Source: an optimization exercise on an open RTL-to-GDS flow (aim: small area and a short achievable clock period). Production flows keep margins and buffers that such runs may drop. The RTL was checked by simulation tests, not by an equivalence proof against the original design. Power and IR drop assume default switching activity.

==> flow/design.v (outline; a module is shown in full before it is edited, if it fits) <==
// module fa: 4 lines
// module ha: 4 lines
// module pg00: 4 lines
// module pg01: 4 lines
// module pg10: 4 lines
// module pg11: 4 lines
// module sx0: 3 lines
// module wallace_mult_top: 3423 lines
module wallace_mult_top (
	input  wire        clk,
	input  wire        sext_a,
	input  wire        sext_b,
	input  wire [31:0] a,
	input  wire [31:0] b,
	output wire [63:0] out
);
  // ...
==> flow/run.sh <==
#!/bin/bash
# synth_recipe.tcl (not shown) runs the flow's synth.tcl, then flattens the netlist and writes it again
# the make line also repeats each setting of config.mk as NAME=value (left out here)
make -C /OpenROAD-flow-scripts/flow DESIGN_CONFIG=/design/flow/config.mk WORK_HOME=/design/flow/orfs CLKGATE_MAP_FILE= SYNTH_SCRIPT=/design/flow/synth_recipe.tcl finish
==> flow/config.mk <==
export PLATFORM = sky130hd
export DESIGN_NAME = wallace_mult_top
export DESIGN_NICKNAME = wallace_mult_top
export VERILOG_FILES = /design/flow/design.v
export SDC_FILE = /design/flow/constraint.sdc
export NUM_CORES = 4
export LEC_CHECK = 0
export CAP_MARGIN = 20
export CORE_MARGIN = 2
export CORE_UTILIZATION = 60
export SETUP_SLACK_MARGIN = 4.0
export SLEW_MARGIN = 20
export SYNTH_HIERARCHICAL = 1
export SYNTH_MINIMUM_KEEP_SIZE = 0
export TNS_END_PERCENT = 30
==> flow/constraint.sdc <==
create_clock -name core_clock -period 8.5 [get_ports {clk}]
set_input_delay 1.7000 -clock core_clock [delete_from_list [all_inputs] [get_ports {clk}]]
set_output_delay 1.7000 -clock core_clock [all_outputs]
set_load 0.01 [all_outputs]
==> reports/qor.log, run 1 <==
qor: yosys.ys_seq_area_frac 0.137
qor: placed_design.place_worst_setup_slack 3750 ps
qor: placed_design.post-place-cells 3,160
qor: pwr.power.largest_group combinational cells
qor: setup_path.timing.critical_path.max_delay_family compound AO/OA/AOI/OAI gates
qor: layout.final_util 0.651
qor: yosys.fraction_of_the_mapped_netlist_area_in_compound_gates 0.185
qor: drt.routedLengthMet1 35.9 mm
qor: pwr.pwr.group.clock 0.000899 W
qor: floorplan.boundaryPins 131
qor: placed_design.gp_congestion 0.860
qor: sta.final-setup-viol-count 0
qor: drt.wl_met2 38.6 mm
qor: setup_path.setup.worst_path.end out[61]
qor: hold_path.hold_end s0_q$_DFF_P_
qor: setup_path.reg2regPathDepth 9
qor: sta.rsz_0062_raised_after_global_routing true
qor: layout.largest_register_ff_count 32
qor: grt.grtUsageMet2 0.526
qor: yosys.post-synth-top-area-cell sky130_fd_sc_hd__fa_1
qor: pwr.power_density 490 nW/um^2
qor: pwr.comb_power_share 0.830
qor: layout.drive_above_1_share 0.0962
qor: layout.synthToLayoutAreaGrowth 7.07%
qor: hold_path.min-delay-start neg_r[0]$_DFF_P_
qor: floorplan.die_h 221 um
qor: outcome.run_status finished clean
qor: grt.grt_max_degree 38
qor: drt.detailedRoute.firstPassIterationCount 7
qor: layout.fin_nets 3,226
qor: grt.grt-busiest-layer met2
qor: sta.whs 795 ps
qor: setup_path.cp_max_fo 9
qor: sta.final_hold_viol_count 0
qor: pwr.p_leak 11.2 nW
qor: layout.final_instance_count_excl_fillers 3,206
==> inputs of run 2 (changes only) <==
--- a/flow/config.mk
+++ b/flow/config.mk
@@ -8,8 +8,7 @@
 export CAP_MARGIN = 20
 export CORE_MARGIN = 2
 export CORE_UTILIZATION = 60
-export SETUP_SLACK_MARGIN = 4.0
+export SETUP_SLACK_MARGIN = 4.2
 export SLEW_MARGIN = 20
 export SYNTH_HIERARCHICAL = 1
 export SYNTH_MINIMUM_KEEP_SIZE = 0
-export TNS_END_PERCENT = 30
==> reports/qor.log, run 2 <==
qor: outcome.run_status finished clean [unchanged]
qor: pwr.p_leak 11.4 nW [was 11.2 nW]
qor: sta.accumulated_negative_setup_slack 0 ps [unchanged]
qor: yosys.synthCells 2,743 [unchanged]
qor: placed_design.detailedPlacementHpwl 57.1 mm [about the same]
qor: layout.synthToLayoutAreaGrowth 9.48% [was 7.07%]
qor: hold_path.min-delay-path-class flip-flop to flip-flop [unchanged]
qor: setup_path.cp_slowest_cell sky130_fd_sc_hd__dfxtp_2 [was sky130_fd_sc_hd__dfxtp_1]
qor: yosys.yosys_warnings 7 [unchanged]
qor: yosys.synth_async_sr_flop_share 0 [unchanged]
qor: grt.grt-ovfl-total 0 [unchanged]
qor: layout.multiInputGateArea 22,900 um^2 [was 22,600 um^2]
qor: grt.grt_pass1_wl 138 mm [was 136 mm]
qor: clock_network.clk_latency 530 ps [was 520 ps]
qor: setup_path.cp_max_fo 8 [was 9]
qor: drt.routed_antenna_nets 0 [unchanged]
qor: pwr.worst_ir_drop_vdd 0.971 mV [was 0.698 mV]
qor: sta.rsz_0062_raised_after_global_routing true [unchanged]
qor: setup_path.worst-setup-path-type flip-flop to output port [unchanged]
qor: sta.max_slew.worst_pin.slew 1040 ps [about the same]
qor: floorplan.die_h 221 um [unchanged]
qor: clock_network.clock-root-buffer sky130_fd_sc_hd__clkbuf_16 [unchanged]
qor: setup_path.start_kind flip-flop [unchanged]
qor: yosys.synth.cell_area 28,300 um^2 [unchanged]
qor: placed_design.port_buffers 130 [unchanged]
qor: setup_path.cp_data_required_time 6800 ps [about the same]
qor: layout.drive_above_1_share 0.130 [was 0.0962]
qor: layout.largest_register_ff_count 32 [unchanged]
qor: yosys.post-synth-top-area-cell sky130_fd_sc_hd__fa_1 [unchanged]
qor: floorplan.boundaryPins 131 [unchanged]
qor: clock_network.cts_inserted_buffers 17 [unchanged]
qor: sta.timing_max_transition_violations_final 0 [unchanged]
qor: setup_path.slowest_delay 330 ps [was 370 ps]
qor: sta.final_hold_viol_count 0 [unchanged]
qor: setup_path.timing.critical_path.max_delay_family compound AO/OA/AOI/OAI gates [unchanged]
qor: layout.layout.filler_cells 3,655 [was 3,732]
qor: clock_network.cts_hold_buffers 0 [unchanged]
qor: yosys.ys_seq_area_frac 0.137 [unchanged]
qor: clock_network.cts.sinks 193 [unchanged]
qor: setup_path.path_cells ha_4 -> a21oi_2 -> o21a_2 -> inv_2 -> a21oi_4 -> o21a_4 -> inv_8 -> a21oi_4 -> buf_12 -> inv_8 -> a21o_1 -> xor2_1 -> buf_2 [was ha_4 -> a21oi_2 -> o21a_2 -> inv_2 -> a21oi_4 -> o21a_4 -> inv_8 -> a21oi_4 -> buf_12 -> buf_4 -> o21ai_1 -> xor2_1 -> clkdlybuf4s15_1]
qor: sta.timing.slew.headroom 0.305 [was 0.308]
qor: floorplan.area_of_the_die 48,900 um^2 [unchanged]
qor: drt.post_drt_via_cell_ratio 6.79 [was 6.76]
qor: yosys.synth.ff_latch_count 193 [unchanged]
qor: layout.largest_register a_r [unchanged]
qor: sta.final-setup-viol-count 0 [unchanged]
qor: floorplan.die_w 221 um [unchanged]
qor: pwr.power_density 502 nW/um^2 [was 490 nW/um^2]
qor: grt.grt_max_degree 38 [unchanged]
qor: flow_run.timing.max_cap.violations 0 [unchanged]
qor: yosys.synth_top_area_frac 0.340 [unchanged]
qor: placed_design.dpl_cell_area 29,200 um^2 [about the same]
qor: sta.max_clock_freq 224 MHz [was 219 MHz]
qor: clock_network.max-clock-path-buffers 2 [unchanged]
qor: placed_design.post-place-cells 3,162 [was 3,160]
qor: floorplan.area_of_the_core 46,600 um^2 [unchanged]
qor: sta.final.min_clock_period 4470 ps [was 4560 ps]
qor: sta.final_worst_clock_skew 31.3 ps [was 28.6 ps]
qor: sta.post-route-period-util 0.526 [was 0.537]
qor: yosys.yosys.cell_types.count 51 [unchanged]
qor: setup_path.end_kind output port [unchanged]
qor: grt.grt.total_usage 0.368 [was 0.364]
qor: setup_path.crit_arrival 2770 ps [was 2860 ps]
qor: layout.register_area 3950 um^2 [was 3910 um^2]
qor: yosys.syn_nets 3,383 [unchanged]
qor: drt.detailedRoute.firstPassIterationCount 7 [unchanged]
qor: placed_design.place_worst_setup_slack 3770 ps [was 3750 ps]
qor: sta.final.setup.worst_slack 4030 ps [was 3940 ps]
qor: drt.wl_per_cell 28.3 um [was 27.7 um]
qor: clock_network.cts.clk_slew.worst_paths 80 ps [about the same]
qor: floorplan.core.rowCount 79 [unchanged]
qor: sta.whs 771 ps [was 795 ps]
qor: yosys.synth.top_cells.by_count 536 x sky130_fd_sc_hd__xnor2_1, 511 x sky130_fd_sc_hd__a22oi_1, 480 x sky130_fd_sc_hd__fa_1 [unchanged]
qor: grt.grt_antenna_before_repair 1 [was 2]
qor: yosys.synth_area_per_cell 10.3 um^2 [unchanged]
qor: layout.cell_area_after_layout 31,000 um^2 [was 30,300 um^2]
qor: clock_network.cts_tree yes [unchanged]
qor: layout.layout_common_cells 535 x sky130_fd_sc_hd__xnor2_1, 510 x sky130_fd_sc_hd__a22oi_1, 478 x sky130_fd_sc_hd__fa_1 [was 536 x sky130_fd_sc_hd__xnor2_1, 511 x sky130_fd_sc_hd__a22oi_1, 480 x sky130_fd_sc_hd__fa_1]
qor: drt.drt-initial-drc-count 2,769 [was 2,618]
qor: yosys.yosys.cell_count.top_type sky130_fd_sc_hd__xnor2_1 [unchanged]
qor: layout.fin_nets 3,249 [was 3,226]
qor: placed_design.gp_congestion 0.884 [was 0.860]
qor: floorplan.floorplan.initialDensity 0.608 [unchanged]
qor: setup_path.critPathBufInv 5 [unchanged]
qor: yosys.dominantRegCellSynth sky130_fd_sc_hd__dfxtp_1 [unchanged]
qor: clock_network.cts-htree-levels 4 [unchanged]
qor: drt.route.final.wire_length 91.4 mm [was 89.0 mm]
qor: layout.final_common_cell sky130_fd_sc_hd__xnor2_1 [unchanged]
qor: yosys.synth-edff-count 0 [unchanged]
qor: layout.final_instance_count_excl_fillers 3,231 [was 3,206]
qor: grt.vias_in_the_first_global_route 22,900 [about the same]
qor: drt.remaining_drc_errors 0 [unchanged]
qor: yosys.synth_top_cells_by_area sky130_fd_sc_hd__fa_1 34%, sky130_fd_sc_hd__xnor2_1 17%, sky130_fd_sc_hd__dfxtp_1 14%, sky130_fd_sc_hd__a22oi_1 14%, sky130_fd_sc_hd__ha_1 4.1% [unchanged]
qor: drt.via_count 21,900 [was 21,700]
run 2: cell counts after synthesis:
Identical to the previous run, type by type.
run 2: area by class of cell:
cell class | instances | share of cell area
well taps | 607 | 0.0245
diodes | 2 | 0.000162
repair buffers | 241 | 0.0822
clock inverters | 14 | 0.00614
inverters | 51 | 0.00667
multi-input cells | 2105 | 0.739
flip-flops and latches | 193 | 0.127
clock buffers | 18 | 0.0142
run 2: logic make-up (layout without fill, tap and decap cells):
group	count (synthesis)	count (layout)	synth area share
and+or+nand+nor	198	198	0.0352
other	0	2	0
buffers and inverters	445	324	0.0698
DFF	193	193	0.137
adders and majority gates	573	573	0.381
muxes	3	3	0.00124
xor gates and xnor gates	619	619	0.192
AOI/OAI and AO/OA	712	712	0.185
run 2: path summary, 6_finish.rpt:
| kind | start | end | cells past startpoint | slack [ps] |
|---|---|---|---|---|
| hold / removal | neg_r[0]$_DFF_P_ | s0_q$_DFF_P_ | 2 | 770 |
| setup reg to reg | one_r[12]$_DFF_P_ | y38_q$_DFF_P_ | 7 | 4250 |
| hold reg to reg | neg_r[0]$_DFF_P_ | s0_q$_DFF_P_ | 2 | 770 |
| setup / recovery | y20_q$_DFF_P_ | out[55] | 13 | 4030 |
run 2: metal layers:
layer	vias up	global-route usage	part of all wire
met5	-	0	0.00014
li1	8940	-	-
met3	257	0.133	0.14
met1	11100	0.505	0.39
met4	2	0.127	0.029
met2	1628	0.539	0.43
run 2: where the power goes:
part	internal (W)	leakage (nW)	switching (W)
combinational	0.00599	9.44	0.00705
clock	0.000433	0.303	0.000453
sequential	0.00147	1.63	0.000164
run 2: through the flow:
| stage | utilization | total power, W |
|---|---|---|
| global route | 0.665 | 0.0170 |
| floorplan | - | 0.0104 |
| global placement | 0.627 | 0.0136 |
| CTS | 0.651 | 0.0149 |
| finish | 0.665 | 0.0156 |
| detailed placement | 0.627 | 0.0138 |
run 2: timing repair:
action                                 CTS  global route
pin swaps                               26            33
setup buffers                           14            12
setup endpoints to repair               63            57
endpoints found under the hold margin    0             0
resized for setup                      217           144
cloned                                   2             7
run 2: tightest hold or removal path, stage by stage (launching register included):
cell and delay, ps:
sky130_fd_sc_hd__dfxtp_2 330, sky130_fd_sc_hd__buf_8 210, sky130_fd_sc_hd__xnor2_1 180
run 2: Yosys stat by module, one instance, submodules excluded:
module | flops+latches | cell area [um^2] | cells | copies in the design
sx0 | 0 | 8.76 | 1 | 46
fa | 0 | 20.0 | 1 | 480
pg11 | 0 | 8.76 | 2 | 17
pg01 | 0 | 18.8 | 3 | 17
ha | 0 | 12.5 | 1 | 30
pg00 | 0 | 12.5 | 2 | 31
wallace_mult_top | 193 | 16900 | 2013 | 1
pg10 | 0 | 15.0 | 3 | 9
==> inputs of run 3 (changes only) <==
==> flow/config.mk (replaced) <==
export PLATFORM = sky130hd
export DESIGN_NAME = wallace_mult_top
export DESIGN_NICKNAME = wallace_mult_top
export VERILOG_FILES = /design/flow/design.v
export SDC_FILE = /design/flow/constraint.sdc
export NUM_CORES = 4
export LEC_CHECK = 0
export CAP_MARGIN = 0
export CORE_MARGIN = 2
export CORE_UTILIZATION = 40
export SETUP_SLACK_MARGIN = 4.0
export SLEW_MARGIN = 0
export SYNTH_HIERARCHICAL = 1
export SYNTH_MINIMUM_KEEP_SIZE = 0
==> reports/qor.log, run 3 <==
qor: placed_design.post-place-cells 3,488 [was 3,162]
qor: sta.final.min_clock_period 4520 ps [was 4470 ps]
qor: pwr.p_leak 11.2 nW [was 11.4 nW]
qor: yosys.synth_area_per_cell 10.3 um^2 [unchanged]
qor: floorplan.die_h 270 um [was 221 um]
qor: clock_network.cts_tree yes [unchanged]
qor: layout.drive_above_1_share 0.114 [was 0.130]
qor: floorplan.boundaryPins 131 [unchanged]
qor: yosys.yosys.cell_types.count 51 [unchanged]
qor: clock_network.cts.clk_slew.worst_paths 90 ps [was 80 ps]
qor: yosys.synth.cell_area 28,300 um^2 [unchanged]
qor: drt.post_drt_via_cell_ratio 6.13 [was 6.79]
qor: layout.final_instance_count_excl_fillers 3,544 [was 3,231]
qor: floorplan.area_of_the_die 72,900 um^2 [was 48,900 um^2]
qor: clock_network.cts_inserted_buffers 17 [unchanged]
qor: yosys.synth.ff_latch_count 193 [unchanged]
qor: setup_path.regToRegStartpoint neg_r[10]$_DFF_P_ [was one_r[12]$_DFF_P_]
qor: flow_run.timing.max_cap.violations 0 [unchanged]
qor: setup_path.cp_max_fo 8 [unchanged]
qor: drt.remaining_drc_errors 0 [unchanged]
qor: setup_path.rr_endpoint y37_q$_DFF_P_ [was y38_q$_DFF_P_]
qor: sta.post-route-period-util 0.532 [was 0.526]
qor: placed_design.detailedPlacementHpwl 59.5 mm [was 57.1 mm]
qor: sta.accumulated_negative_setup_slack 0 ps [unchanged]
qor: setup_path.start_kind flip-flop [unchanged]
qor: setup_path.slowest_delay 340 ps [was 330 ps]
qor: clock_network.cts_hold_buffers 0 [unchanged]
qor: layout.layout_common_cells 536 x sky130_fd_sc_hd__xnor2_1, 511 x sky130_fd_sc_hd__a22oi_1, 480 x sky130_fd_sc_hd__fa_1 [was 535 x sky130_fd_sc_hd__xnor2_1, 510 x sky130_fd_sc_hd__a22oi_1, 478 x sky130_fd_sc_hd__fa_1]
qor: hold_path.min-delay-start one_r[0]$_DFF_P_ [was neg_r[0]$_DFF_P_]
qor: yosys.ys_seq_area_frac 0.137 [unchanged]
qor: floorplan.area_of_the_core 70,000 um^2 [was 46,600 um^2]
qor: drt.via_count 21,700 [was 21,900]
qor: sta.final.setup.worst_slack 3980 ps [was 4030 ps]
qor: layout.largest_register_ff_count 32 [unchanged]
qor: grt.grt.total_usage 0.255 [was 0.368]
qor: grt.grt_max_degree 38 [unchanged]
qor: yosys.synthCells 2,743 [unchanged]
qor: layout.synthToLayoutAreaGrowth 9.25% [was 9.48%]
qor: placed_design.place_worst_setup_slack 3630 ps [was 3770 ps]
qor: pwr.worst_ir_drop_vdd 0.473 mV [was 0.971 mV]
qor: clock_network.clk_latency 530 ps [about the same]
qor: clock_network.clock-root-buffer sky130_fd_sc_hd__clkbuf_16 [unchanged]
qor: hold_path.worstHoldPathCells 4 [was 2]
qor: setup_path.end_kind output port [unchanged]
qor: layout.antennaDiodeCount 0 [was 2]
qor: setup_path.critPathMostFrequentCell sky130_fd_sc_hd__a21oi_4
qor: setup_path.path_cells ha_4 -> a21oi_4 -> o21a_2 -> inv_4 -> a21oi_4 -> o21a_4 -> inv_8 -> a21oi_4 -> buf_12 -> inv_8 -> a21o_1 -> xor2_1 -> clkbuf_2 [was ha_4 -> a21oi_2 -> o21a_2 -> inv_2 -> a21oi_4 -> o21a_4 -> inv_8 -> a21oi_4 -> buf_12 -> inv_8 -> a21o_1 -> xor2_1 -> buf_2]
qor: sta.final_hold_viol_count 0 [unchanged]
qor: setup_path.rrSetupSlack 4020 ps [was 4250 ps]
qor: yosys.syn_nets 3,383 [unchanged]
qor: drt.wl_per_cell 26.4 um [was 28.3 um]
qor: drt.detailedRoute.firstPassIterationCount 7 [unchanged]
qor: outcome.run_status finished clean [unchanged]
qor: grt.vias_in_the_first_global_route 23,300 [was 22,900]
qor: clock_network.cts-htree-levels 4 [unchanged]
qor: layout.fin_nets 3,231 [was 3,249]
qor: grt.grt-ovfl-total 0 [unchanged]
qor: yosys.synth_async_sr_flop_share 0 [unchanged]
qor: yosys.post-synth-top-area-cell sky130_fd_sc_hd__fa_1 [unchanged]
qor: pwr.power_density 487 nW/um^2 [was 502 nW/um^2]
qor: layout.largest_register a_r [unchanged]
qor: drt.route.final.wire_length 93.6 mm [was 91.4 mm]
qor: placed_design.port_buffers 130 [unchanged]
qor: sta.whs 852 ps [was 771 ps]
qor: yosys.yosys.cell_count.top_type sky130_fd_sc_hd__xnor2_1 [unchanged]
qor: sta.max_slew.worst_pin.slew 1090 ps [was 1040 ps]
qor: sta.rsz_0062_raised_after_global_routing true [unchanged]
qor: placed_design.gp_congestion 0.883 [was 0.884]
qor: floorplan.floorplan.initialDensity 0.404 [was 0.608]
qor: floorplan.die_w 270 um [was 221 um]
qor: clock_network.max-clock-path-buffers 2 [unchanged]
qor: yosys.synth.top_cells.by_count 536 x sky130_fd_sc_hd__xnor2_1, 511 x sky130_fd_sc_hd__a22oi_1, 480 x sky130_fd_sc_hd__fa_1 [unchanged]
qor: drt.routed_antenna_nets 0 [unchanged]
qor: sta.timing.slew.headroom 0.273 [was 0.305]
qor: layout.layout.filler_cells 6,522 [was 3,655]
qor: sta.final_worst_clock_skew 22.4 ps [was 31.3 ps]
qor: yosys.synth-edff-count 0 [unchanged]
qor: setup_path.cp_data_required_time 6800 ps [about the same]
qor: grt.grt_antenna_before_repair 1 [unchanged]
qor: setup_path.crit_arrival 2820 ps [was 2770 ps]
qor: setup_path.cp_slowest_cell sky130_fd_sc_hd__dfxtp_2 [unchanged]
qor: hold_path.hold_end s0_q$_DFF_P_ [unchanged]
qor: grt.grt_pass1_wl 143 mm [was 138 mm]
qor: setup_path.worst-setup-path-type flip-flop to output port [unchanged]
qor: yosys.synth_top_cells_by_area sky130_fd_sc_hd__fa_1 34%, sky130_fd_sc_hd__xnor2_1 17%, sky130_fd_sc_hd__dfxtp_1 14%, sky130_fd_sc_hd__a22oi_1 14%, sky130_fd_sc_hd__ha_1 4.1% [unchanged]
qor: sta.final-setup-viol-count 0 [unchanged]
qor: floorplan.core.rowCount 97 [was 79]
qor: setup_path.reg2regPathDepth 8 [was 7]
qor: yosys.dominantRegCellSynth sky130_fd_sc_hd__dfxtp_1 [unchanged]
qor: clock_network.cts.sinks 193 [unchanged]
qor: sta.max_clock_freq 221 MHz [was 224 MHz]
qor: yosys.yosys_warnings 7 [unchanged]
qor: sta.timing_max_transition_violations_final 0 [unchanged]
qor: hold_path.min-delay-path-class flip-flop to flip-flop [unchanged]
qor: layout.final_common_cell sky130_fd_sc_hd__xnor2_1 [unchanged]
qor: yosys.synth_top_area_frac 0.340 [unchanged]
qor: drt.drt-initial-drc-count 2,413 [was 2,769]
-- run 3: cell count changes in the layout (fill, tap and decap cells not counted), moves of 7 or more --
cell	change
sky130_fd_sc_hd__buf_2	-17
sky130_fd_sc_hd__buf_4	+9
sky130_fd_sc_hd__buf_6	-11
sky130_fd_sc_hd__dfxtp_1	-9
sky130_fd_sc_hd__dlygate4sd2_1	+9
sky130_fd_sc_hd__ha_4	-7
sky130_fd_sc_hd__o21ai_2	-10
-- run 3: report_power, final --
group	total, W	leakage [nW]	internal, W	switching (W)
sequential	0.00165	1.63	0.00147	0.000187
clock	0.000914	0.313	0.000419	0.000495
combinational	0.0125	9.26	0.00561	0.00687
total	0.0150	11.2	0.00749	0.00755
-- run 3: kinds of logic after synthesis --
logic type | after synthesis | share of synthesized area
AO/OA/AOI/OAI | 712 | 0.185
XOR/XNOR | 619 | 0.192
adder cells (fa/ha/maj) | 573 | 0.381
buffers and inverters | 445 | 0.0698
flip-flops | 193 | 0.137
multiplexers | 3 | 0.00124
AND/OR/NAND/NOR | 198 | 0.0352
-- run 3: cell type report --
class,count,area [um^2],share of cell area
multi-input cells,2105,22700,0.734
flip-flops and latches,193,3970,0.128
repair buffers,223,2210,0.0716
well taps,940,1180,0.0381
clock buffers,17,425,0.0138
clock inverters,15,224,0.00725
inverters,51,209,0.00676
-- run 3: worst max path at each step --
stage | startpoint | end | slack (ps) | depth (start not counted)
after global routing | y18_q$_DFF_P_ | out[59] | 3850 | 13
after CTS | x20_q$_DFF_P_ | out[59] | 3810 | 13
final | y18_q$_DFF_P_ | out[59] | 3980 | 13
after global placement | x18_q$_DFF_P_ | out[56] | 3650 | 12
after detailed placement | x20_q$_DFF_P_ | out[59] | 3630 | 12
after floorplan | neg_r[1]$_DFF_P_ | s16_q$_DFF_P_ | 4090 | 14
-- run 3: per-layer routing --
metal	track usage	part of all wire	up-vias	routed length [um]
li1	-	-	8896	-
met4	0.104	0.037	0	3490
met5	0	0	-	0
met1	0.329	0.39	11100	36500
met2	0.406	0.46	1440	43200
met3	0.0653	0.11	256	10400
-- run 3: repair_timing --
item / in CTS / in global routing
cloned: 0 / 2
setup buffers: 10 / 12
pin swaps: 10 / 17
setup endpoints to repair: 51 / 38
resized for setup: 140 / 98
endpoints found under the hold margin: 0 / 0
-- run 3: stage by stage --
stage / cell area, um^2 / total power (W) / utilization
global placement: 29600 / 0.0139 / 0.422
CTS: 30500 / 0.0150 / 0.435
global route: 30900 / 0.0167 / 0.441
floorplan: 28300 / 0.0104 / -
detailed placement: 29600 / 0.0140 / 0.422
finish: 30900 / 0.0150 / 0.441
-- run 3: per-module statistics from Yosys, one instance, submodules excluded --
module / flip-flops and latches / copies in the design
pg00: 0 / 31
fa: 0 / 480
wallace_mult_top: 193 / 1
ha: 0 / 30
pg10: 0 / 9
sx0: 0 / 46
pg11: 0 / 17
pg01: 0 / 17
-- run 3: worst max-delay path, delay by kind of cell (launching register included) --
family / cells / cell delay, ps
flops: 1 / 340
compound gates: 6 / 1070
buf+inv: 5 / 450
xor+xnor: 1 / 160
fa+ha+maj: 1 / 250
==> inputs of run 4 (changes only) <==
==> flow/flow/run.sh (new file) <==
#!/bin/bash
# The standard layout (standard.sh, with the standard flow's synthesis and settings), except that
# the port buffers that global placement inserts are buf_1 cells instead of the
# default choice. make's own output goes to standard.log; each tool's log is under
# orfs/logs/.
set -euo pipefail
bash standard.sh 'BUFFER_PORTS_ARGS=-buffer_cell sky130_fd_sc_hd__buf_1' SKIP_GATE_CLONING=1 finish > standard.log 2>&1
==> flow/standard.sh (new file) <==
#!/bin/bash
# synth_recipe.tcl (not shown) runs the flow's synth.tcl, then flattens the netlist and writes it again
# the make line also repeats each setting of config.mk as NAME=value (left out here)
make -C /OpenROAD-flow-scripts/flow DESIGN_CONFIG=/design/flow/config.mk WORK_HOME=/design/flow/orfs CLKGATE_MAP_FILE= SYNTH_SCRIPT=/design/flow/synth_recipe.tcl "${@:-finish}"
--- a/flow/config.mk
+++ b/flow/config.mk
@@ -5,10 +5,10 @@
 export SDC_FILE = /design/flow/constraint.sdc
 export NUM_CORES = 4
 export LEC_CHECK = 0
-export CAP_MARGIN = 0
+export CAP_MARGIN = 20
 export CORE_MARGIN = 2
-export CORE_UTILIZATION = 40
+export CORE_UTILIZATION = 60
 export SETUP_SLACK_MARGIN = 4.0
-export SLEW_MARGIN = 0
+export SLEW_MARGIN = 20
 export SYNTH_HIERARCHICAL = 1
 export SYNTH_MINIMUM_KEEP_SIZE = 0
removed: flow/run.sh
==> reports/qor.log, run 4 <==
qor: outcome.run_status finished clean [unchanged]
qor: sta.rsz_0062_raised_after_global_routing true [unchanged]
qor: layout.layout_common_cells 536 x sky130_fd_sc_hd__xnor2_1, 511 x sky130_fd_sc_hd__a22oi_1, 480 x sky130_fd_sc_hd__fa_1 [unchanged]
qor: layout.cell_area_after_layout 29,400 um^2 [was 30,900 um^2]
qor: layout.drive_above_1_share 0.0955 [was 0.114]
qor: layout.layout.filler_cells 3,849 [was 6,522]
qor: drt.detailedRoute.firstPassIterationCount 6 [was 7]
qor: sta.timing.slew.headroom 0.330 [was 0.273]
qor: layout.largest_register a_r [unchanged]
qor: layout.synthToLayoutAreaGrowth 3.80% [was 9.25%]
qor: floorplan.area_of_the_die 48,900 um^2 [was 72,900 um^2]
qor: clock_network.clock-root-buffer sky130_fd_sc_hd__clkbuf_16 [unchanged]
qor: setup_path.end_kind output port [unchanged]
qor: yosys.synth.cell_area 28,300 um^2 [unchanged]
qor: clock_network.cts_tree yes [unchanged]
qor: drt.post_drt_via_cell_ratio 6.69 [was 6.13]
qor: drt.remaining_drc_errors 0 [unchanged]
qor: setup_path.start_kind flip-flop [unchanged]
qor: yosys.ys_seq_area_frac 0.137 [unchanged]
qor: sta.max_clock_freq 222 MHz [was 221 MHz]
qor: grt.grt.total_usage 0.362 [was 0.255]
qor: pwr.p_leak 10.7 nW [was 11.2 nW]
qor: setup_path.regToRegStartpoint two_r[9]$_DFF_P_ [was neg_r[10]$_DFF_P_]
qor: yosys.synth_top_cells_by_area sky130_fd_sc_hd__fa_1 34%, sky130_fd_sc_hd__xnor2_1 17%, sky130_fd_sc_hd__dfxtp_1 14%, sky130_fd_sc_hd__a22oi_1 14%, sky130_fd_sc_hd__ha_1 4.1% [unchanged]
qor: flow_run.timing.max_cap.violations 0 [unchanged]
qor: hold_path.min-delay-path-class flip-flop to flip-flop [unchanged]
qor: clock_network.cts_inserted_buffers 17 [unchanged]
qor: floorplan.boundaryPins 131 [unchanged]
qor: placed_design.dpl_cell_area 28,400 um^2 [was 29,600 um^2]
qor: layout.largest_register_ff_count 32 [unchanged]
qor: yosys.synth.ff_latch_count 193 [unchanged]
qor: pwr.power_density 482 nW/um^2 [was 487 nW/um^2]
qor: drt.via_count 21,500 [was 21,700]
qor: layout.final_common_cell sky130_fd_sc_hd__xnor2_1 [unchanged]
qor: yosys.synth_area_per_cell 10.3 um^2 [unchanged]
qor: yosys.synth.top_cells.by_count 536 x sky130_fd_sc_hd__xnor2_1, 511 x sky130_fd_sc_hd__a22oi_1, 480 x sky130_fd_sc_hd__fa_1 [unchanged]
qor: yosys.synth_top_area_frac 0.340 [unchanged]
qor: drt.routed_antenna_nets 0 [unchanged]
qor: sta.timing_max_transition_violations_final 0 [unchanged]
qor: grt.grt-ovfl-total 0 [unchanged]
qor: pwr.worst_ir_drop_vdd 0.826 mV [was 0.473 mV]
qor: drt.route.final.wire_length 88.4 mm [was 93.6 mm]
qor: sta.accumulated_negative_setup_slack 0 ps [unchanged]
qor: sta.post-route-period-util 0.529 [was 0.532]
qor: placed_design.gp_congestion 0.888 [was 0.883]
qor: placed_design.detailedPlacementHpwl 57.3 mm [was 59.5 mm]
qor: yosys.yosys.cell_types.count 51 [unchanged]
qor: grt.grt_antenna_before_repair 3 [was 1]
qor: grt.vias_in_the_first_global_route 22,700 [was 23,300]
qor: sta.final_hold_viol_count 0 [unchanged]
qor: floorplan.area_of_the_core 46,600 um^2 [was 70,000 um^2]
qor: yosys.yosys_warnings 7 [unchanged]
qor: floorplan.floorplan.initialDensity 0.608 [was 0.404]
qor: yosys.yosys.cell_count.top_type sky130_fd_sc_hd__xnor2_1 [unchanged]
qor: hold_path.hold_end y63_q$_DFF_P_ [was s0_q$_DFF_P_]
qor: floorplan.die_h 221 um [was 270 um]
qor: floorplan.core.rowCount 79 [was 97]
qor: drt.drt-initial-drc-count 2,552 [was 2,413]
qor: placed_design.port_buffers 130 [unchanged]
qor: layout.fin_nets 3,233 [was 3,231]
qor: clock_network.cts.clk_slew.worst_paths 90 ps [about the same]
qor: hold_path.min-delay-start neg_r[15]$_DFF_P_ [was one_r[0]$_DFF_P_]
qor: grt.grt_max_degree 38 [unchanged]
qor: clock_network.cts_hold_buffers 0 [unchanged]
qor: sta.final-setup-viol-count 0 [unchanged]
qor: drt.wl_per_cell 27.5 um [was 26.4 um]
qor: clock_network.cts.sinks 193 [unchanged]
qor: hold_path.worstHoldPathCells 2 [was 4]
qor: yosys.post-synth-top-area-cell sky130_fd_sc_hd__fa_1 [unchanged]
qor: setup_path.crit_arrival 2800 ps [was 2820 ps]
qor: grt.grt_pass1_wl 136 mm [was 143 mm]
qor: setup_path.rrSetupSlack 4060 ps [was 4020 ps]
qor: yosys.syn_nets 3,383 [unchanged]
qor: yosys.synth_async_sr_flop_share 0 [unchanged]
qor: setup_path.cp_data_required_time 6800 ps [about the same]
qor: setup_path.rr_endpoint y36_q$_DFF_P_ [was y37_q$_DFF_P_]
qor: floorplan.die_w 221 um [was 270 um]
qor: sta.max_slew.worst_pin.slew 1000 ps [was 1090 ps]
qor: clock_network.max-clock-path-buffers 2 [unchanged]
qor: layout.antennaDiodeCount 0 [unchanged]
qor: clock_network.clk_latency 520 ps [was 530 ps]
qor: sta.final_worst_clock_skew 25.8 ps [was 22.4 ps]
qor: sta.final.min_clock_period 4500 ps [was 4520 ps]
qor: setup_path.reg2regPathDepth 8 [unchanged]
qor: yosys.dominantRegCellSynth sky130_fd_sc_hd__dfxtp_1 [unchanged]
qor: setup_path.worst-setup-path-type flip-flop to output port [unchanged]
qor: yosys.synthCells 2,743 [unchanged]
qor: sta.whs 796 ps [was 852 ps]
qor: clock_network.cts-htree-levels 4 [unchanged]
qor: yosys.synth-edff-count 0 [unchanged]
qor: setup_path.cp_max_fo 8 [unchanged]
## run 4: layout make-up
class,instances,area [um^2],share of cell area
clock buffer,18,439,0.0150
clock inverter,14,163,0.00554
inverter,51,206,0.00703
multi-input combinational,2105,22600,0.768
sequential,193,3910,0.133
tap,607,759,0.0259
timing repair buffer,225,1320,0.0450
## run 4: kinds of logic after synthesis
| family | Yosys count | share of synthesized area |
|---|---|---|
| flops | 193 | 0.137 |
| simple gates | 198 | 0.0352 |
| compound gates | 712 | 0.185 |
| xor+xnor | 619 | 0.192 |
| fa+ha+maj | 573 | 0.381 |
| buf+inv | 445 | 0.0698 |
| mux | 3 | 0.00124 |
## run 4: critical path, stage by stage, from the launching register on
cell and delay [ps]:
sky130_fd_sc_hd__dfxtp_2 340, sky130_fd_sc_hd__ha_4 250, sky130_fd_sc_hd__a21oi_4 230, sky130_fd_sc_hd__o21a_2 190, sky130_fd_sc_hd__inv_2 50, sky130_fd_sc_hd__a21oi_4 150, sky130_fd_sc_hd__o21a_4 220, sky130_fd_sc_hd__inv_8 40
sky130_fd_sc_hd__a21oi_4 130, sky130_fd_sc_hd__buf_12 160, sky130_fd_sc_hd__inv_8 50, sky130_fd_sc_hd__a21o_1 160, sky130_fd_sc_hd__xor2_1 150, sky130_fd_sc_hd__buf_2 140
## run 4: power breakdown
part,switching (W),internal [W],leakage [nW]
Sequential,0.000123,0.00146,1.63
Combinational,0.00659,0.00513,8.80
Clock,0.000425,0.000426,0.291
Total,0.00714,0.00702,10.7
## run 4: repair_timing
| action | in CTS | in global routing |
|---|---|---|
| cloned | 0 | 0 |
| setup endpoints to repair | 26 | 29 |
| resized for setup | 39 | 37 |
| setup buffers | 9 | 7 |
| pin swaps | 15 | 8 |
## run 4: worst max-delay path by stage
| stage | start | slack (ps) | endpoint |
|---|---|---|---|
| floorplan | neg_r[1]$_DFF_P_ | 4090 | s16_q$_DFF_P_ |
| global placement | a_r[10]$_DFF_P_ | 3690 | s16_q$_DFF_P_ |
| detailed placement | a_r[10]$_DFF_P_ | 3610 | s16_q$_DFF_P_ |
| CTS | y18_q$_DFF_P_ | 3990 | out[59] |
| global route | y18_q$_DFF_P_ | 3890 | out[59] |
| finish | y18_q$_DFF_P_ | 4000 | out[59] |
## run 4: routing by layer
metal	track usage	share of wire
met3	0.124	0.13
met5	0	0.00044
met1	0.500	0.41
met2	0.536	0.44
met4	0.118	0.026
## run 4: stage by stage
stage                     utilization  cells  worst slack (ps)  total power [W]
after floorplan                     -   2743              4090           0.0104
after detailed placement        0.610   3165              3610           0.0129
after global routing            0.631   3213              3890           0.0157
after CTS                       0.627   3206              3990           0.0141
after global placement          0.610   3165              3690           0.0127
final                           0.631   3213              4000           0.0142
## run 4: Yosys stat by module, one instance, submodules excluded
module / area, um^2 / cells / flops+latches / times used
wallace_mult_top: 16900 / 2013 / 193 / 1
fa: 20.0 / 1 / 0 / 480
pg01: 18.8 / 3 / 0 / 17
pg10: 15.0 / 3 / 0 / 9
ha: 12.5 / 1 / 0 / 30
pg00: 12.5 / 2 / 0 / 31
pg11: 8.76 / 2 / 0 / 17
sx0: 8.76 / 1 / 0 / 46
==> inputs of run 5 (changes only) <==
--- a/flow/flow/run.sh
+++ b/flow/flow/run.sh
@@ -4,4 +4,4 @@
 # default choice. make's own output goes to standard.log; each tool's log is under
 # orfs/logs/.
 set -euo pipefail
-bash standard.sh 'BUFFER_PORTS_ARGS=-buffer_cell sky130_fd_sc_hd__buf_1' SKIP_GATE_CLONING=1 finish > standard.log 2>&1
+bash standard.sh 'BUFFER_PORTS_ARGS=-buffer_cell sky130_fd_sc_hd__buf_1' finish > standard.log 2>&1
--- a/flow/config.mk
+++ b/flow/config.mk
@@ -8,7 +8,7 @@
 export CAP_MARGIN = 20
 export CORE_MARGIN = 2
 export CORE_UTILIZATION = 60
-export SETUP_SLACK_MARGIN = 4.0
+export SETUP_SLACK_MARGIN = 4.15
 export SLEW_MARGIN = 20
 export SYNTH_HIERARCHICAL = 1
 export SYNTH_MINIMUM_KEEP_SIZE = 0
==> reports/qor.log, run 5 <==
qor: sta.final_worst_clock_skew 30.4 ps [was 25.8 ps]
qor: grt.grt_max_degree 38 [unchanged]
qor: clock_network.cts_tree yes [unchanged]
qor: drt.remaining_drc_errors 0 [unchanged]
qor: yosys.synth_area_in_adders 0.381 [unchanged]
qor: pwr.p_switching 0.00721 W [was 0.00714 W]
qor: sta.final-setup-viol-count 0 [unchanged]
qor: layout.final_instance_count_excl_fillers 3,225 [was 3,213]
qor: yosys.yosys.cell_types.count 51 [unchanged]
qor: pwr.switching_share 0.502 [was 0.504]
qor: placed_design.post-place-cells 3,161 [was 3,165]
qor: sta.max_slew.worst_pin.slew 862 ps [was 1000 ps]
qor: hold_path.worstHoldPathCells 4 [was 2]
qor: floorplan.area_of_the_die 48,900 um^2 [unchanged]
qor: yosys.synth_top_cells_by_area sky130_fd_sc_hd__fa_1 34%, sky130_fd_sc_hd__xnor2_1 17%, sky130_fd_sc_hd__dfxtp_1 14%, sky130_fd_sc_hd__a22oi_1 14%, sky130_fd_sc_hd__ha_1 4.1% [unchanged]
qor: yosys.synth.mux.area_fraction 0.00124 [unchanged]
qor: layout.drive_above_1_share 0.113 [was 0.0955]
qor: setup_path.worst-setup-path-type flip-flop to output port [unchanged]
qor: drt.via_count 21,600 [was 21,500]
qor: yosys.fraction_of_the_mapped_netlist_area_in_compound_gates 0.185 [unchanged]
qor: clock_network.cts_inserted_buffers 17 [unchanged]
qor: layout.antennaDiodeCount 0 [unchanged]
qor: setup_path.critPathMostFrequentCell sky130_fd_sc_hd__a21oi_4 [unchanged]
qor: sta.final.min_clock_period 4550 ps [was 4500 ps]
qor: grt.grt_pass1_wl 135 mm [was 136 mm]
qor: yosys.post-synth-top-area-cell sky130_fd_sc_hd__fa_1 [unchanged]
qor: clock_network.clk_latency 540 ps [was 520 ps]
qor: clock_network.clock-root-buffer sky130_fd_sc_hd__clkbuf_16 [unchanged]
qor: setup_path.critPathBufInv 5 [unchanged]
qor: drt.routed_antenna_nets 0 [unchanged]
qor: yosys.syn_nets 3,383 [unchanged]
qor: clock_network.max-clock-path-buffers 2 [unchanged]
qor: sta.whs 838 ps [was 796 ps]
qor: yosys.synth.ff_latch_count 193 [unchanged]
qor: clock_network.cts.sinks 193 [unchanged]
qor: layout.final_common_cell sky130_fd_sc_hd__xnor2_1 [unchanged]
qor: layout.synthToLayoutAreaGrowth 5.85% [was 3.80%]
qor: hold_path.min-delay-path-class flip-flop to flip-flop [unchanged]
qor: setup_path.path_cells ha_4 -> a21oi_4 -> o21a_2 -> inv_2 -> a21oi_4 -> o21a_4 -> inv_8 -> a21oi_4 -> buf_12 -> inv_8 -> a21o_1 -> xor2_1 -> buf_2 [unchanged]
qor: outcome.run_status finished clean [unchanged]
qor: grt.grt.total_usage 0.360 [was 0.362]
qor: sta.timing_max_transition_violations_final 0 [unchanged]
qor: sta.timing.slew.headroom 0.426 [was 0.330]
qor: yosys.ys_seq_area_frac 0.137 [unchanged]
qor: yosys.synth_xor_xnor_area_share 0.192 [unchanged]
qor: sta.final_hold_viol_count 0 [unchanged]
qor: yosys.synth_async_sr_flop_share 0 [unchanged]
qor: drt.post_drt_via_cell_ratio 6.70 [was 6.69]
qor: setup_path.timing.critical_path.max_delay_family compound AO/OA/AOI/OAI gates [unchanged]
qor: grt.grtUsageMet2 0.521 [was 0.536]
qor: setup_path.crit_arrival 2850 ps [was 2800 ps]
qor: yosys.synth.cell_area 28,300 um^2 [unchanged]
qor: floorplan.die_w 221 um [unchanged]
qor: layout.layout_common_cells 535 x sky130_fd_sc_hd__xnor2_1, 509 x sky130_fd_sc_hd__a22oi_1, 480 x sky130_fd_sc_hd__fa_1 [was 536 x sky130_fd_sc_hd__xnor2_1, 511 x sky130_fd_sc_hd__a22oi_1, 480 x sky130_fd_sc_hd__fa_1]
qor: setup_path.reg2regPathDepth 14 [was 8]
qor: sta.post-route-period-util 0.536 [was 0.529]
qor: setup_path.slowest_delay 340 ps [about the same]
qor: grt.global_route.usage.met3 0.118 [was 0.124]
qor: floorplan.floorplan.initialDensity 0.608 [unchanged]
qor: yosys.synth_top_area_frac 0.340 [unchanged]
qor: layout.largest_register a_r [unchanged]
qor: grt.vias_in_the_first_global_route 22,500 [was 22,700]
qor: yosys.synth-edff-count 0 [unchanged]
qor: clock_network.cts-htree-levels 4 [unchanged]
qor: grt.globalRouteMet1Util 0.513 [was 0.500]
qor: layout.largest_register_ff_count 32 [unchanged]
qor: yosys.dominantRegCellSynth sky130_fd_sc_hd__dfxtp_1 [unchanged]
qor: yosys.yosys.cell_count.top_type sky130_fd_sc_hd__xnor2_1 [unchanged]
qor: setup_path.cp_data_required_time 6800 ps [about the same]
qor: setup_path.cp_slowest_cell sky130_fd_sc_hd__dfxtp_2 [unchanged]
qor: placed_design.gp_congestion 0.883 [was 0.888]
qor: sta.rsz_0062_raised_after_global_routing true [unchanged]
qor: placed_design.detailedPlacementHpwl 56.7 mm [was 57.3 mm]
qor: clock_network.cts.clk_slew.worst_paths 80 ps [was 90 ps]
qor: pwr.internal-power 0.00715 W [was 0.00702 W]
qor: yosys.synth_simple_gate_area_share 0.0352 [unchanged]
qor: yosys.synth.top_cells.by_count 536 x sky130_fd_sc_hd__xnor2_1, 511 x sky130_fd_sc_hd__a22oi_1, 480 x sky130_fd_sc_hd__fa_1 [unchanged]
qor: pwr.p_leak 11.0 nW [was 10.7 nW]
qor: yosys.synthCells 2,743 [unchanged]
qor: clock_network.cts_hold_buffers 0 [unchanged]
qor: setup_path.end_kind output port [unchanged]
qor: grt.grt_antenna_before_repair 1 [was 3]
qor: setup_path.start_kind flip-flop [unchanged]
qor: drt.wl_per_cell 27.7 um [was 27.5 um]
qor: pwr.power_density 479 nW/um^2 [was 482 nW/um^2]
qor: flow_run.timing.max_cap.violations 0 [unchanged]
qor: layout.fin_nets 3,245 [was 3,233]
qor: yosys.synth_area_per_cell 10.3 um^2 [unchanged]
qor: pwr.clkPwrFrac 0.061 [was 0.060]
qor: floorplan.die_h 221 um [unchanged]
qor: pwr.worst_ir_drop_vdd 0.961 mV [was 0.826 mV]
qor: floorplan.area_of_the_core 46,600 um^2 [unchanged]
qor: floorplan.core.rowCount 79 [unchanged]
qor: placed_design.port_buffers 130 [unchanged]
qor: grt.grt-ovfl-total 0 [unchanged]
qor: drt.drt-initial-drc-count 2,920 [was 2,552]
qor: setup_path.worst-path-stages 13 [unchanged]
qor: sta.max_clock_freq 220 MHz [was 222 MHz]
qor: drt.detailedRoute.firstPassIterationCount 7 [was 6]
qor: grt.grt-busiest-layer met2 [unchanged]
qor: setup_path.cp_max_fo 8 [unchanged]
qor: pwr.comb_power_share 0.827 [was 0.828]
qor: yosys.yosys_warnings 7 [unchanged]
qor: drt.route.final.wire_length 89.4 mm [was 88.4 mm]
qor: sta.accumulated_negative_setup_slack 0 ps [unchanged]
qor: pwr.sequentialPowerShare 0.112 [about the same]
qor: floorplan.boundaryPins 131 [unchanged]
qor: yosys.combinational_family_with_the_most_area_after_synthesis adder cells [unchanged]
[run 5: cell counts after synthesis]
No cell type changed its count.
[run 5: path summary, 6_finish.rpt]
kind,from,endpoint,slack (ps)
hold reg to reg,one_r[0]$_DFF_P_,s0_q$_DFF_P_,840
setup / recovery,y18_q$_DFF_P_,out[56],3950
hold / removal,one_r[0]$_DFF_P_,s0_q$_DFF_P_,840
setup reg to reg,a_r[10]$_DFF_P_,s16_q$_DFF_P_,4210
[run 5: per-module statistics from Yosys (local to each module, per instance), excerpt]
module	times used	cell area [um^2]	flops+latches
pg00	31	12.5	0
ha	30	12.5	0
fa	480	20.0	0
wallace_mult_top	1	16900	193
sx0	46	8.76	0
pg01	17	18.8	0
pg10	9	15.0	0
[run 5: what timing repair did]
| action | 4_1_cts | 5_1_grt |
|---|---|---|
| setup buffers | 10 | 15 |
| gates cloned | 0 | 7 |
| pin swaps | 14 | 21 |
| gates resized for setup | 84 | 100 |
| endpoints found under the setup margin | 52 | 56 |
[run 5: logic make-up after synthesis]
family	after synthesis
buf+inv	445
mux	3
simple gates	198
xor+xnor	619
compound gates	712
flops	193
fa+ha+maj	573
[run 5: layout make-up]
type | count | area (um^2)
multi-input cells | 2105 | 22600
fillers | 3850 | 16600
flip-flops and latches | 193 | 3950
repair buffers | 237 | 1780
well taps | 607 | 759
clock buffers | 17 | 425
inverters | 51 | 206
clock inverters | 15 | 198
[run 5: tightest hold or removal path: stages, from the launching register on]
cell and delay (ps):
sky130_fd_sc_hd__dfxtp_1 330, sky130_fd_sc_hd__buf_12 170, sky130_fd_sc_hd__nand2_1 80, sky130_fd_sc_hd__ha_1 130
sky130_fd_sc_hd__xnor2_1 60
[run 5: power groups by stage]
stage               Combinational [W]  Clock [W]  Sequential (W)
floorplan                     0.00883          0         0.00155
global placement               0.0110          0         0.00161
detailed placement             0.0113          0         0.00161
CTS                            0.0116   0.000895         0.00160
global route                   0.0133   0.000929         0.00163
finish                         0.0119   0.000872         0.00161
[run 5: metal layers]
layer | wire (um) | share of wire
met1 | 36300 | 0.41
met2 | 39100 | 0.44
met3 | 11800 | 0.13
met4 | 2070 | 0.023
met5 | 152 | 0.0017
[run 5: metrics by stage]
| step | setup WS (ps) | power (W) | utilization | area, um^2 |
|---|---|---|---|---|
| 5_1_grt | 3830 | 0.0159 | 0.643 | 29900 |
| 2_1_floorplan | 4210 | 0.0104 | - | 28300 |
| 6_report | 3950 | 0.0144 | 0.643 | 29900 |
| 3_3_place_gp | 3810 | 0.0126 | 0.609 | 28400 |
| 3_5_place_dp | 3720 | 0.0129 | 0.609 | 28400 |
| 4_1_cts | 3910 | 0.0141 | 0.630 | 29300 |
==> inputs of run 6 (changes only) <==
--- a/flow/config.mk
+++ b/flow/config.mk
@@ -8,7 +8,7 @@
 export CAP_MARGIN = 20
 export CORE_MARGIN = 2
 export CORE_UTILIZATION = 60
-export SETUP_SLACK_MARGIN = 4.15
+export SETUP_SLACK_MARGIN = 3.85
 export SLEW_MARGIN = 20
 export SYNTH_HIERARCHICAL = 1
 export SYNTH_MINIMUM_KEEP_SIZE = 0
==> reports/qor.log, run 6 <==
qor: drt.route.final.wire_length 88.0 mm [was 89.4 mm]
qor: drt.detailedRoute.firstPassIterationCount 6 [was 7]
qor: floorplan.die_w 221 um [unchanged]
qor: drt.post_drt_via_cell_ratio 6.71 [was 6.70]
qor: setup_path.slowest_delay 340 ps [about the same]
qor: clock_network.cts.sinks 193 [unchanged]
qor: yosys.dominantRegCellSynth sky130_fd_sc_hd__dfxtp_1 [unchanged]
qor: layout.antennaDiodeCount 0 [unchanged]
qor: yosys.synth_xor_xnor_area_share 0.192 [unchanged]
qor: setup_path.startpoint y18_q$_DFF_P_ [unchanged]
qor: drt.via_count 21,500 [was 21,600]
qor: layout.final_instance_count_excl_fillers 3,208 [was 3,225]
qor: grt.grt-ovfl-total 0 [unchanged]
qor: pwr.p_leak 10.7 nW [was 11.0 nW]
qor: layout.synthToLayoutAreaGrowth 3.22% [was 5.85%]
qor: drt.routed_antenna_nets 0 [unchanged]
qor: floorplan.area_of_the_core 46,600 um^2 [unchanged]
qor: placed_design.gp_congestion 0.888 [was 0.883]
qor: layout.largest_register a_r [unchanged]
qor: hold_path.min-delay-path-class flip-flop to flip-flop [unchanged]
qor: drt.drt-initial-drc-count 2,594 [was 2,920]
qor: drt.remaining_drc_errors 0 [unchanged]
qor: clock_network.cts_tree yes [unchanged]
qor: yosys.synth.ff_latch_count 193 [unchanged]
qor: setup_path.cp_slowest_cell sky130_fd_sc_hd__dfxtp_2 [unchanged]
qor: layout.largest_register_ff_count 32 [unchanged]
qor: grt.grt_max_degree 38 [unchanged]
qor: setup_path.end_kind output port [unchanged]
qor: layout.drive_above_1_share 0.0892 [was 0.113]
qor: grt.grt_pass1_wl 135 mm [about the same]
qor: sta.final-setup-viol-count 0 [unchanged]
qor: pwr.power_density 482 nW/um^2 [was 479 nW/um^2]
qor: yosys.synth_top_area_frac 0.340 [unchanged]
qor: setup_path.start_kind flip-flop [unchanged]
qor: floorplan.floorplan.initialDensity 0.608 [unchanged]
qor: placed_design.port_buffers 130 [unchanged]
qor: yosys.synth.top_cells.by_count 536 x sky130_fd_sc_hd__xnor2_1, 511 x sky130_fd_sc_hd__a22oi_1, 480 x sky130_fd_sc_hd__fa_1 [unchanged]
qor: yosys.synth-edff-count 0 [unchanged]
qor: setup_path.regToRegStartpoint a_r[13]$_DFF_P_ [was a_r[10]$_DFF_P_]
qor: sta.timing.slew.headroom 0.356 [was 0.426]
qor: yosys.synth_area_per_cell 10.3 um^2 [unchanged]
qor: grt.vias_in_the_first_global_route 22,600 [was 22,500]
qor: placed_design.detailedPlacementHpwl 57.3 mm [was 56.7 mm]
qor: yosys.synth_top_cells_by_area sky130_fd_sc_hd__fa_1 34%, sky130_fd_sc_hd__xnor2_1 17%, sky130_fd_sc_hd__dfxtp_1 14%, sky130_fd_sc_hd__a22oi_1 14%, sky130_fd_sc_hd__ha_1 4.1% [unchanged]
qor: setup_path.reg2regPathDepth 13 [was 14]
qor: sta.max_clock_freq 218 MHz [was 220 MHz]
qor: clock_network.clk_latency 520 ps [was 540 ps]
qor: yosys.synth.mux.area_fraction 0.00124 [unchanged]
qor: yosys.synthCells 2,743 [unchanged]
qor: floorplan.die_h 221 um [unchanged]
qor: clock_network.cts_inserted_buffers 17 [unchanged]
qor: clock_network.clock-root-buffer sky130_fd_sc_hd__clkbuf_16 [unchanged]
qor: sta.post-route-period-util 0.539 [was 0.536]
qor: yosys.synth_area_in_adders 0.381 [unchanged]
qor: setup_path.cp_data_required_time 6800 ps [about the same]
qor: clock_network.cts.clk_slew.worst_paths 80 ps [about the same]
qor: setup_path.rr_endpoint s16_q$_DFF_P_ [unchanged]
qor: grt.grt_antenna_before_repair 3 [was 1]
qor: sta.rsz_0062_raised_after_global_routing true [unchanged]
qor: layout.fin_nets 3,228 [was 3,245]
qor: floorplan.core.rowCount 79 [unchanged]
qor: yosys.combinational_family_with_the_most_area_after_synthesis adder cells [unchanged]
qor: layout.layout_common_cells 536 x sky130_fd_sc_hd__xnor2_1, 511 x sky130_fd_sc_hd__a22oi_1, 480 x sky130_fd_sc_hd__fa_1 [was 535 x sky130_fd_sc_hd__xnor2_1, 509 x sky130_fd_sc_hd__a22oi_1, 480 x sky130_fd_sc_hd__fa_1]
qor: pwr.worst_ir_drop_vdd 0.837 mV [was 0.961 mV]
qor: drt.wl_per_cell 27.4 um [was 27.7 um]
qor: sta.final.min_clock_period 4580 ps [was 4550 ps]
qor: placed_design.post-place-cells 3,165 [was 3,161]
qor: sta.final.setup.worst_slack 3920 ps [was 3950 ps]
qor: floorplan.boundaryPins 131 [unchanged]
qor: sta.timing_max_transition_violations_final 0 [unchanged]
qor: yosys.yosys_warnings 7 [unchanged]
qor: setup_path.worst-setup-path-type flip-flop to output port [unchanged]
qor: sta.final_worst_clock_skew 25.4 ps [was 30.4 ps]
qor: setup_path.cp_max_fo 8 [unchanged]
qor: yosys.ys_seq_area_frac 0.137 [unchanged]
qor: yosys.syn_nets 3,383 [unchanged]
qor: sta.max_slew.worst_pin.slew 966 ps [was 862 ps]
qor: grt.grt.total_usage 0.362 [was 0.360]
qor: yosys.synth_async_sr_flop_share 0 [unchanged]
qor: yosys.synth.cell_area 28,300 um^2 [unchanged]
qor: floorplan.area_of_the_die 48,900 um^2 [unchanged]
qor: yosys.synth_simple_gate_area_share 0.0352 [unchanged]
qor: setup_path.crit_arrival 2880 ps [was 2850 ps]
qor: setup_path.path_cells ha_4 -> a21oi_4 -> o21a_2 -> inv_4 -> a21oi_4 -> o21a_4 -> inv_8 -> a21oi_4 -> buf_12 -> inv_8 -> a21o_1 -> xor2_1 -> buf_2 [was ha_4 -> a21oi_4 -> o21a_2 -> inv_2 -> a21oi_4 -> o21a_4 -> inv_8 -> a21oi_4 -> buf_12 -> inv_8 -> a21o_1 -> xor2_1 -> buf_2]
qor: yosys.yosys.cell_count.top_type sky130_fd_sc_hd__xnor2_1 [unchanged]
qor: clock_network.max-clock-path-buffers 2 [unchanged]
qor: yosys.post-synth-top-area-cell sky130_fd_sc_hd__fa_1 [unchanged]
qor: layout.final_common_cell sky130_fd_sc_hd__xnor2_1 [unchanged]
qor: setup_path.critPathMostFrequentCell sky130_fd_sc_hd__a21oi_4 [unchanged]
qor: sta.accumulated_negative_setup_slack 0 ps [unchanged]
qor: flow_run.timing.max_cap.violations 0 [unchanged]
qor: placed_design.place_worst_setup_slack 3610 ps [was 3720 ps]
qor: clock_network.cts-htree-levels 4 [unchanged]
qor: sta.final_hold_viol_count 0 [unchanged]
qor: setup_path.rrSetupSlack 3970 ps [was 4210 ps]
qor: yosys.fraction_of_the_mapped_netlist_area_in_compound_gates 0.185 [unchanged]
qor: yosys.yosys.cell_types.count 51 [unchanged]
qor: setup_path.setup.worst_path.end out[53] [was out[56]]
qor: outcome.run_status finished clean [unchanged]
## run 6: changes by cell type in the layout (fill, tap and decap cells not counted), sizes merged
cell,change
clkinvlp,+1
clkbuf,-15
clkinv,-1
bufinv,+1
buf,-1
inv,-2
## run 6: report_power, final
group / leakage (nW) / total (W) / internal [W] / switching (W)
sequential: 1.63 / 0.00159 / 0.00146 / 0.000123
clock: 0.291 / 0.000849 / 0.000426 / 0.000423
combinational: 8.74 / 0.0116 / 0.00508 / 0.00657
## run 6: timing repair
action | CTS | global route
pin swaps | 5 | 8
setup buffers | 5 | 6
resized for setup | 15 | 21
endpoints found under the setup margin | 18 | 17
hold buffers | 0 | 0
## run 6: cell families (layout without fill, tap and decap cells)
logic type,count (synthesis),in the layout
fa+ha+maj,573,573
buf+inv,445,303
flops,193,193
xor+xnor,619,619
compound gates,712,712
mux,3,3
simple gates,198,198
## run 6: critical path, delay by kind of cell (launching register included)
family          cells  cell delay (ps)
compound gates      6             1180
buf+inv             5              440
flops               1              340
fa+ha+maj           1              240
xor+xnor            1              150
## run 6: metal layers
layer / global-route usage / routed length [um] / up-vias
met5: 0 / 35 / -
met4: 0.118 / 2500 / 6
met3: 0.124 / 11100 / 200
met2: 0.535 / 38400 / 1452
met1: 0.499 / 36000 / 11000
li1: - / - / 8891
## run 6: worst min path at each step
stage                            startpoint            end  slack (ps)  cells past startpoint
after detailed placement  neg_r[15]$_DFF_P_  y63_q$_DFF_P_         810                      2
after global routing      neg_r[15]$_DFF_P_  y63_q$_DFF_P_         820                      2
after global placement    neg_r[15]$_DFF_P_  y63_q$_DFF_P_         790                      2
after CTS                 neg_r[15]$_DFF_P_  y63_q$_DFF_P_         810                      2
final                     neg_r[15]$_DFF_P_  y63_q$_DFF_P_         800                      2
after floorplan            neg_r[0]$_DFF_P_   s0_q$_DFF_P_         570                      2
## run 6: modules after synthesis, one instance, submodules excluded
module	copies in the design	flip-flops and latches
sx0	46	0
wallace_mult_top	1	193
pg01	17	0
pg11	17	0
pg10	9	0
ha	30	0
pg00	31	0
fa	480	0
## run 6: through the flow
stage,area [um^2],hold slack (ps),util,total power [W]
floorplan,28300,572,-,0.0104
finish,29200,797,0.627,0.0141
global route,29200,820,0.627,0.0156
detailed placement,28400,812,0.610,0.0129
global placement,28400,790,0.610,0.0127
CTS,29100,809,0.625,0.0140
## run 6: cell type report
type / count / area, um^2
multi-input cells: 2105 / 22500
fillers: 3876 / 17400
flip-flops and latches: 193 / 3900
repair buffers: 220 / 1200
well taps: 607 / 759
clock buffers: 18 / 439
inverters: 51 / 209
clock inverters: 14 / 163
==> inputs of run 7 (changes only) <==
--- a/flow/config.mk
+++ b/flow/config.mk
@@ -8,7 +8,7 @@
 export CAP_MARGIN = 20
 export CORE_MARGIN = 2
 export CORE_UTILIZATION = 60
-export SETUP_SLACK_MARGIN = 3.85
+export SETUP_SLACK_MARGIN = 4.0
 export SLEW_MARGIN = 20
 export SYNTH_HIERARCHICAL = 1
 export SYNTH_MINIMUM_KEEP_SIZE = 0
==> reports/qor.log, run 7 <==
qor: drt.remaining_drc_errors 0 [unchanged]
qor: sta.final.min_clock_period 4500 ps [was 4580 ps]
qor: grt.grt-ovfl-total 0 [unchanged]
qor: grt.grt_max_degree 38 [unchanged]
qor: grt.grt_antenna_before_repair 3 [unchanged]
qor: setup_path.rrSetupSlack 4060 ps [was 3970 ps]
qor: yosys.synth-edff-count 0 [unchanged]
qor: drt.detailedRoute.firstPassIterationCount 6 [unchanged]
qor: placed_design.gp_congestion 0.888 [unchanged]
qor: yosys.synth.cell_area 28,300 um^2 [unchanged]
qor: floorplan.floorplan.initialDensity 0.608 [unchanged]
qor: setup_path.end_kind output port [unchanged]
qor: floorplan.die_w 221 um [unchanged]
qor: clock_network.cts.sinks 193 [unchanged]
qor: clock_network.cts_tree yes [unchanged]
qor: layout.final_instance_count_excl_fillers 3,213 [was 3,208]
qor: pwr.worst_ir_drop_vdd 0.826 mV [was 0.837 mV]
qor: setup_path.rr_endpoint y36_q$_DFF_P_ [was s16_q$_DFF_P_]
qor: drt.highest_layer met5 [unchanged]
qor: clock_network.cts.clk_slew.worst_paths 90 ps [was 80 ps]
qor: layout.drive_above_1_share 0.0955 [was 0.0892]
qor: sta.final-setup-viol-count 0 [unchanged]
qor: floorplan.core.rowCount 79 [unchanged]
qor: setup_path.regToRegStartpoint two_r[9]$_DFF_P_ [was a_r[13]$_DFF_P_]
qor: floorplan.area_of_the_die 48,900 um^2 [unchanged]
qor: yosys.yosys.cell_count.top_type sky130_fd_sc_hd__xnor2_1 [unchanged]
qor: yosys.synthCells 2,743 [unchanged]
qor: setup_path.startpoint y18_q$_DFF_P_ [unchanged]
qor: yosys.syn_nets 3,383 [unchanged]
qor: placed_design.port_buffers 130 [unchanged]
qor: yosys.dominantRegCellSynth sky130_fd_sc_hd__dfxtp_1 [unchanged]
qor: layout.largest_register_ff_count 32 [unchanged]
qor: sta.rsz_0062_raised_after_global_routing true [unchanged]
qor: clock_network.max-clock-path-buffers 2 [unchanged]
qor: layout.final_common_cell sky130_fd_sc_hd__xnor2_1 [unchanged]
qor: sta.max_clock_freq 222 MHz [was 218 MHz]
qor: yosys.ys_seq_area_frac 0.137 [unchanged]
qor: clock_network.cts_inserted_buffers 17 [unchanged]
qor: yosys.synth_top_area_frac 0.340 [unchanged]
qor: drt.drt-initial-drc-count 2,552 [was 2,594]
qor: setup_path.start_kind flip-flop [unchanged]
qor: outcome.run_status finished clean [unchanged]
qor: clock_network.clock-root-buffer sky130_fd_sc_hd__clkbuf_16 [unchanged]
qor: sta.final.setup.worst_slack 4000 ps [was 3920 ps]
qor: flow_run.timing.max_cap.violations 0 [unchanged]
qor: drt.wl_per_cell 27.5 um [was 27.4 um]
qor: sta.accumulated_negative_setup_slack 0 ps [unchanged]
qor: layout.fin_nets 3,233 [was 3,228]
qor: grt.grt.total_usage 0.362 [about the same]
qor: sta.final_hold_viol_count 0 [unchanged]
qor: sta.final_worst_clock_skew 25.8 ps [was 25.4 ps]
qor: setup_path.reg2regPathDepth 8 [was 13]
qor: yosys.yosys.cell_types.count 51 [unchanged]
qor: clock_network.cts-htree-levels 4 [unchanged]
qor: grt.vias_in_the_first_global_route 22,700 [was 22,600]
qor: yosys.synth.ff_latch_count 193 [unchanged]
qor: drt.routed_antenna_nets 0 [unchanged]
qor: grt.grt_pass1_wl 136 mm [was 135 mm]
qor: drt.routedLengthMet1 35.9 mm [was 36.0 mm]
qor: setup_path.cp_max_fo 8 [unchanged]
qor: layout.layout.filler_cells 3,849 [was 3,876]
qor: sta.timing.slew.headroom 0.330 [was 0.356]
qor: yosys.post-synth-top-area-cell sky130_fd_sc_hd__fa_1 [unchanged]
qor: setup_path.worst-setup-path-type flip-flop to output port [unchanged]
qor: placed_design.post-place-cells 3,165 [unchanged]
qor: layout.layout_common_cells 536 x sky130_fd_sc_hd__xnor2_1, 511 x sky130_fd_sc_hd__a22oi_1, 480 x sky130_fd_sc_hd__fa_1 [unchanged]
qor: floorplan.die_h 221 um [unchanged]
qor: setup_path.cp_data_required_time 6800 ps [about the same]
qor: sta.timing_max_transition_violations_final 0 [unchanged]
qor: floorplan.boundaryPins 131 [unchanged]
qor: pwr.power_density 482 nW/um^2 [about the same]
## run 7: Yosys stat by module, one instance, submodules excluded
module / cells / flip-flops and latches / times used / cell area [um^2]
fa: 1 / 0 / 480 / 20.0
pg00: 2 / 0 / 31 / 12.5
pg11: 2 / 0 / 17 / 8.76
pg10: 3 / 0 / 9 / 15.0
ha: 1 / 0 / 30 / 12.5
sx0: 1 / 0 / 46 / 8.76
wallace_mult_top: 2013 / 193 / 1 / 16900
pg01: 3 / 0 / 17 / 18.8
## run 7: worst min-delay path by stage
stage	cells after the start	end	slack, ps	start
CTS	2	y63_q$_DFF_P_	810	neg_r[15]$_DFF_P_
global placement	2	y63_q$_DFF_P_	790	neg_r[15]$_DFF_P_
finish	2	y63_q$_DFF_P_	800	neg_r[15]$_DFF_P_
floorplan	2	s0_q$_DFF_P_	570	neg_r[0]$_DFF_P_
global route	2	y63_q$_DFF_P_	820	neg_r[15]$_DFF_P_
detailed placement	2	y63_q$_DFF_P_	810	neg_r[15]$_DFF_P_
## run 7: area by class of cell
cell class / instances / area, um^2 / area share
clock buffer: 18 / 439 / 0.0150
tap: 607 / 759 / 0.0259
multi-input combinational: 2105 / 22600 / 0.768
sequential: 193 / 3910 / 0.133
timing repair buffer: 225 / 1320 / 0.0450
inverter: 51 / 206 / 0.00703
clock inverter: 14 / 163 / 0.00554
## run 7: critical path: stages (launching register included)
cell	delay (ps)
sky130_fd_sc_hd__dfxtp_2	340
sky130_fd_sc_hd__ha_4	250
sky130_fd_sc_hd__a21oi_4	230
sky130_fd_sc_hd__o21a_2	190
sky130_fd_sc_hd__inv_2	50
sky130_fd_sc_hd__a21oi_4	150
sky130_fd_sc_hd__o21a_4	220
sky130_fd_sc_hd__inv_8	40
sky130_fd_sc_hd__a21oi_4	130
sky130_fd_sc_hd__buf_12	160
sky130_fd_sc_hd__inv_8	50
sky130_fd_sc_hd__a21o_1	160
sky130_fd_sc_hd__xor2_1	150
sky130_fd_sc_hd__buf_2	140
## run 7: where the power goes
group | total, W | internal (W) | switching [W]
Combinational | 0.0117 | 0.00513 | 0.00659
Clock | 0.000851 | 0.000426 | 0.000425
Sequential | 0.00159 | 0.00146 | 0.000123
## run 7: cell families after synthesis
logic type	synth area share
adder cells (fa/ha/maj)	0.381
AND/OR/NAND/NOR	0.0352
buffers and inverters	0.0698
AO/OA/AOI/OAI	0.185
flip-flops	0.137
XOR/XNOR	0.192
multiplexers	0.00124
## run 7: metrics by stage
stage          total power, W  hold WS [ps]  utilization
2_1_floorplan          0.0104           572            -
3_3_place_gp           0.0127           790        0.610
3_5_place_dp           0.0129           812        0.610
4_1_cts                0.0141           809        0.627
5_1_grt                0.0157           820        0.631
6_report               0.0142           796        0.631
## run 7: what timing repair did
item                       CTS  global route
setup endpoints to repair   26            29
setup buffers                9             7
hold buffers                 0             0
pin swaps                   15             8
resized for setup           39            37
## run 7: metal layers
layer	track usage	vias to the layer above
li1	-	8905
met1	0.500	11000
met4	0.118	6
met2	0.536	1397
met5	0	-
met3	0.124	189

## what the ideal ports hide
In the flow no input, the clock included, has a driving cell. The finished layouts below were timed again as built, in two steps. Step 1 assumes that a clkbuf_16 drives the clock port and a buf_2 every other input. Step 2 moves the port delays by t, midway between the first and last clock arrival at a register: inputs arrive t later, outputs are due t later. That takes back most of the time a late clock gives input paths. a / b / c = ideal ports / drivers / drivers and shift; a / b = the first two.
run	t (ns)	setup WS [ns]	hold WS [ns]	worst slew at a driven data input, ns	pins driven straight from the clock port
run 1	0.562	3.936 / 3.877 / 3.959	0.795 / 0.795 / 0.795	0.10	1
run 2	0.581	4.030 / 3.968 / 4.252	0.771 / 0.771 / 0.771	0.09	1
run 3	0.575	3.981 / 3.921 / 4.021	0.852 / 0.852 / 0.852	0.07	1
run 4	0.572	4.003 / 3.940 / 4.059	0.796 / 0.796 / 0.796	0.07	1
run 5	0.578	3.945 / 3.887 / 4.214	0.838 / 0.838 / 0.838	0.07	1
run 6	0.570	3.915 / 3.853 / 3.969	0.797 / 0.797 / 0.797	0.07	1
run 7	0.572	4.003 / 3.940 / 4.059	0.796 / 0.796 / 0.796	0.07	1
After both steps setup and hold are still met in every run listed.
